Source: an optimization exercise on an open RTL-to-GDS flow (aim: small area and a short achievable clock period). Production flows keep margins and buffers that such runs may drop.
In this exercise RTL edits were held to simulation tests only and were not proved equivalent to the original.
Power is estimated from default activity; no workload was simulated.

## build 98
==> flow/design.v (excerpt) <==
module conv_top (
    input  wire        clk,
    input  wire        rst,
    input  wire        pixel_valid,
    input  wire [7:0]  pixel_in,
    input  wire [71:0] kernel_in,
    output wire signed [15:0] conv_out,
    output wire        conv_valid
);
Size: about 1800 cells after synthesis, roughly 100 I/O pins, ~23000 um2 of cells after synthesis.
Settings: LEC_CHECK=0, CAP_MARGIN=20, CORE_MARGIN=2, CORE_UTILIZATION=65, CTS_CLUSTER_DIAMETER=80, CTS_CLUSTER_SIZE=24, PLACE_DENSITY=0.72, SLEW_MARGIN=20, SYNTH_HIERARCHICAL=1; clock period 11.0 ns.
standard.sh (not shown) runs the stock make flow with config.mk's settings and CLKGATE_MAP_FILE= SYNTH_SCRIPT=/design/flow/synth_recipe.tcl, a recipe that flattens the netlist after the stock synthesis.
==> flow/flow/run.sh <==
#!/bin/bash
# The standard layout (standard.sh), with these changes:
#  - port buffers are plain buffers: buf_2 on the outputs, and buf_1 on the
#    inputs (swapped in after global placement by flow/small_inbuf.tcl);
#  - clock tree: sink clusters of up to 27 sinks within 90 um, no dummy loads;
#  - the timing repair steps aim for 7.75 ns of setup slack.
# Each tool's output goes to the ORFS logs; make's own output to standard.log.
bash standard.sh \
  BUFFER_PORTS_ARGS="-buffer_cell sky130_fd_sc_hd__buf_2" \
  POST_GLOBAL_PLACE_TCL="$PWD/flow/small_inbuf.tcl" \
  CTS_ARGS="-sink_clustering_enable -repair_clock_nets -sink_clustering_size 27 -sink_clustering_max_diameter 90 -dont_use_dummy_load" \
  SETUP_SLACK_MARGIN=7.75 \
  finish > standard.log 2>&1
==> flow/flow/small_inbuf.tcl <==
# Input port buffers only drive a register or two: use buf_1 for them.
set db [ord::get_db]
set block [ord::get_db_block]
set m [$db findMaster sky130_fd_sc_hd__buf_1]
set n 0
foreach bt [$block getBTerms] {
  if {[$bt getIoType] ne "INPUT" || [$bt getName] eq "clk"} { continue }
  set net [$bt getNet]
  foreach it [$net getITerms] {
    set inst [$it getInst]
    if {[[$inst getMaster] getName] eq "sky130_fd_sc_hd__buf_2"} {
      $inst swapMaster $m
      incr n
    }
  }
}
puts "small_inbuf: $n input buffers set to buf_1"
Build 98 finished every step from synthesis to the final layout, and the layout passed the timing, design-rule and antenna checks.
The inputs of build 79 differ from those of build 98 as listed below.
diff --git a/flow/flow/run.sh b/flow/flow/run.sh
--- a/flow/flow/run.sh
+++ b/flow/flow/run.sh
@@ -5,3 +5,3 @@
 #  - clock tree: sink clusters of up to 27 sinks within 90 um, no dummy loads;
-#  - the timing repair steps aim for 7.75 ns of setup slack.
+#  - the timing repair steps aim for 7.82 ns of setup slack.
 # Each tool's output goes to the ORFS logs; make's own output to standard.log.
@@ -11,3 +11,3 @@
   CTS_ARGS="-sink_clustering_enable -repair_clock_nets -sink_clustering_size 27 -sink_clustering_max_diameter 90 -dont_use_dummy_load" \
-  SETUP_SLACK_MARGIN=7.75 \
+  SETUP_SLACK_MARGIN=7.82 \
   finish > standard.log 2>&1
### Flow results
- NOTE: met2 wirelength from detailed routing in build 79 exceeds that of build 98
- Route | build 79 vs build 98 | wire longer in build 79
- Between build 79 and build 98, the post-route fraction of the period consumed by the critical path does not differ in any meaningful way.
- Build 79 ends up with higher sum of routed wire segments on met1 than build 98 does.
- Per the comparison of build 79 with build 98, area overhead of the layout relative to synthesis went up 1.6 points, internal power consumption rose by 0.037 mW, proportion of cell area spent on the clock network shows no meaningful change.
- [compare] base=build 98 new=build 79: worst setup slack has increased, average wire per standard cell has decreased, fraction of area in multi-input gates has decreased.

* * *

## exp/yarrow
Another version of the RTL of conv_top (not shown whole).
For scale: roughly 1,900 cells after synthesis, ~100 I/O pins.
Design conv_top, start of the top module:
module conv_top (
    input  wire        clk,
    input  wire        rst,
    input  wire        pixel_valid,
    input  wire [7:0]  pixel_in,
    input  wire [71:0] kernel_in,
    output wire signed [15:0] conv_out,
    output wire        conv_valid
);
export LEC_CHECK = 0
export CAP_MARGIN = 20
export CORE_MARGIN = 2
export CORE_UTILIZATION = 40
export SLEW_MARGIN = 20
export SYNTH_HIERARCHICAL = 1
create_clock -name core_clock -period 11.0 [get_ports {clk}]
==> flow/flow/run.sh <==
#!/bin/bash
bash standard.sh BUFFER_PORTS_ARGS="-buffer_cell sky130_fd_sc_hd__buf_2" SETUP_SLACK_MARGIN=7.75 finish > standard.log 2>&1
Edits applied to the flow inputs when going from exp/yarrow to exp/fjord:
==> flow/flow/run.sh <==
#!/bin/bash
bash standard.sh BUFFER_PORTS_ARGS="-buffer_cell sky130_fd_sc_hd__buf_2" finish > standard.log 2>&1
exp/fjord: overall power is 0.087 mW higher than what exp/yarrow reported.
Status: count of input and output buffers parity (exp/fjord, exp/yarrow)
Re final number of max-transition violations: no difference whatsoever between exp/fjord and exp/yarrow.
Of exp/fjord and exp/yarrow, the higher critical path depth belongs to exp/fjord.
STATUS worst setup slack: exp/fjord loses against exp/yarrow

separate check: timing with driven ports:
No port has a modelled driver above. Below, the same layouts with a new extraction and two added sets of constraints. Step 1: set_driving_cell puts a clkbuf_16 on clk and a buf_2 on each other input, an assumption about the parent block. Step 2 moves the port delays by t, midway between the first and last clock arrival at a register: inputs arrive t later, outputs are due t later. That takes back most of the time a late clock gives input paths. a / b / c = ideal / step 1 / step 2; a / b = the first two.
run | shift t [ns] | slack for setup (ns) | clock arrival spread, ns | worst register clock-pin slew, ns | worst slew at a driven data input, ns
build 98 | 0.593 | 7.800 / 7.741 / 7.808 | 0.063 / 0.063 | 0.11 / 0.11 | 0.05
build 79 | 0.593 | 7.807 / 7.749 / 7.865 | 0.067 / 0.067 | 0.11 / 0.11 | 0.05
exp/yarrow | 0.629 | 7.742 / 7.683 / 7.869 | 0.017 / 0.017 | 0.07 / 0.07 | 0.05
exp/fjord | 0.643 | 7.690 / 7.670 / 7.690 | 0.024 / 0.024 | 0.08 / 0.08 | 0.04
After both steps every run listed still meets setup and hold.
